From an optimization exercise on the open Yosys and OpenROAD flow, aimed at small area; shortcuts taken in it are not production practice. In this exercise RTL edits were held to simulation tests only and were not proved equivalent to the original. The flow treats the clock pin as an ideal source, which a real chip does not have.

==> inputs of build 72 <==
Design FIR_FILTER, start of the top module:
module FIR_FILTER (clk, rst, data_valid, data, fir_valid, fir_d);
clock: 15.0 ns
lec_check: 0
cap_margin: 20
core_margin: 2
core_utilization: 60
gpl_timing_driven: 0
slew_margin: 20
synth_hierarchical: 1
standard.sh (not shown) runs the stock make flow with config.mk's settings and CLKGATE_MAP_FILE= SYNTH_SCRIPT=/design/flow/synth_recipe.tcl, a recipe that flattens the netlist after the stock synthesis.
==> flow/flow/run.sh <==
#!/bin/bash
# The standard layout, run stage by stage:
# - floorplan: pre-CTS setup repair only for paths worse than -3 ns (the clock skew
#   added after CTS gives the adder paths into the output register more time)
# - CTS: no dummy loads, sink clusters of up to 10 flops on clkbuf_4, then
#   flow/skew.tcl delays the output register's clock and repairs timing
# - port buffers: buf_1
set -euo pipefail
here=$(pwd)
export CTS_ARGS="-sink_clustering_enable -repair_clock_nets -buf_list sky130_fd_sc_hd__clkbuf_4 -sink_clustering_size 10 -sink_clustering_max_diameter 60 -dont_use_dummy_load"
export BUFFER_PORTS_ARGS="-buffer_cell sky130_fd_sc_hd__buf_1"
export SKEW_CELLS="dlygate4sd3_1 dlygate4sd3_1 dlygate4sd3_1 dlygate4sd3_1 clkbuf_8"
SETUP_SLACK_MARGIN=-3 bash standard.sh floorplan > floorplan.log 2>&1
bash standard.sh place > place.log 2>&1
SKIP_CTS_REPAIR_TIMING=1 POST_CTS_TCL=$here/flow/skew.tcl bash standard.sh cts > cts.log 2>&1
bash standard.sh > finish.log 2>&1
Other scripts of this flow, unchanged in this note and not shown: flow/flow/skew.tcl
==> build 4: changes against build 72 <==
--- a/flow/flow/run.sh
+++ b/flow/flow/run.sh
@@ -9,5 +9,5 @@
 here=$(pwd)
-export CTS_ARGS="-sink_clustering_enable -repair_clock_nets -buf_list sky130_fd_sc_hd__clkbuf_4 -sink_clustering_size 10 -sink_clustering_max_diameter 60 -dont_use_dummy_load"
+export CTS_ARGS="-sink_clustering_enable -repair_clock_nets -buf_list sky130_fd_sc_hd__clkbuf_4 -sink_clustering_size 12 -sink_clustering_max_diameter 40 -dont_use_dummy_load"
 export BUFFER_PORTS_ARGS="-buffer_cell sky130_fd_sc_hd__buf_1"
-export SKEW_CELLS="dlygate4sd3_1 dlygate4sd3_1 dlygate4sd3_1 dlygate4sd3_1 clkbuf_8"
+export SKEW_CELLS="dlygate4sd3_1 dlygate4sd3_1 dlygate4sd3_1 clkbuf_8"
 SETUP_SLACK_MARGIN=-3 bash standard.sh floorplan > floorplan.log 2>&1
==> comparison <==
- Build 72 went through all stages and came out clean. Build 4 ran to the end with no violations.
- Core utilization: build 4 is lower than build 72 (1.6 points).
- Against build 4, the routed wire length of build 72 is higher by about 0.56%.
- Against build 4, the hold slack of build 72 is lower by 0.0027 ns.
- Area after synthesis is the same in build 72 and build 4.
- First-iteration DRC count: build 72 is lower than build 4 (about 4%).
- Between build 4 and build 72, the lower via count is in build 4 (gap about 1.3%, measured against build 72).
- Synthesized cell count is the same in build 72 and build 4.
- Against build 72, the critical path depth of build 4 is lower by 4.
- Between build 72 and build 4, the lower final cell count is in build 4 (gap 3.0%, measured against build 4).
==> figures <==
Fraction of area in multi-input gates: build 4 0.633; build 72 0.618
Multi-input combinational cell area: build 4 22,100 um^2; build 72 22,200 um^2
Layout net count: build 4 3,077; build 72 3,158
Met3 usage in global routing: build 4 0.121; build 72 0.123
Delay of the slowest critical-path stage: build 4 0.69 ns; build 72 0.64 ns
Crit. path cell count: build 4 35; build 72 39
Number of buffers and inverters on the critical path: build 4 0; build 72 7
Met3 layer wire length in the routed design: build 4 9080 um; build 72 9210 um
Total global routing track utilization: build 4 0.327; build 72 0.327
Critical path capture point: build 4 r[13]; build 72 r[15]
Routed length per placed instance: build 4 31.9 um; build 72 31.1 um
Number of fill cells: build 4 4,032; build 72 3,975
Number of vias after detailed routing: build 4 15,184; build 72 15,386
Run status: build 4 timing/DRC/antenna clean; build 72 timing/DRC/antenna clean
Final critical-path share of the clock period: build 4 0.961; build 72 0.981
R2r endpoint: build 4 r[13]; build 72 r[15]
Number of detailed-routing iterations run before antenna repair: build 4 7; build 72 5
Clock period minus final worst setup slack: build 4 14.42 ns; build 72 14.71 ns

separate check: timing with driven ports:
The results above use ideal ports. As a check the final layouts listed here were re-extracted and re-timed, cells and wires unchanged.
Step 1 assumes that a clkbuf_16 drives the clock port and a buf_2 every other input.
Step 2, shift: input delay + t, output delay - t, t = (earliest + latest rising clock arrival at the registers) / 2. This alone moves slack from input paths to output paths.
Slacks: ideal ports / drivers / drivers and shift; pairs: ideal ports / drivers.
| run | t, ns | slack for setup (ns) | hold slack, ns | latest minus earliest clock arrival (ns) |
|---|---|---|---|---|
| build 72 | 1.998 | 0.287 / 0.287 / 0.287 | 0.029 / 0.029 / 0.029 | 2.378 / 2.378 |
| build 4 | 1.701 | 0.585 / 0.585 / 0.585 | 0.032 / 0.032 / 0.032 | 1.807 / 1.807 |
Clock arrivals are far apart in build 72 and build 4, so t is only a midpoint there and step 2 fits no single register.
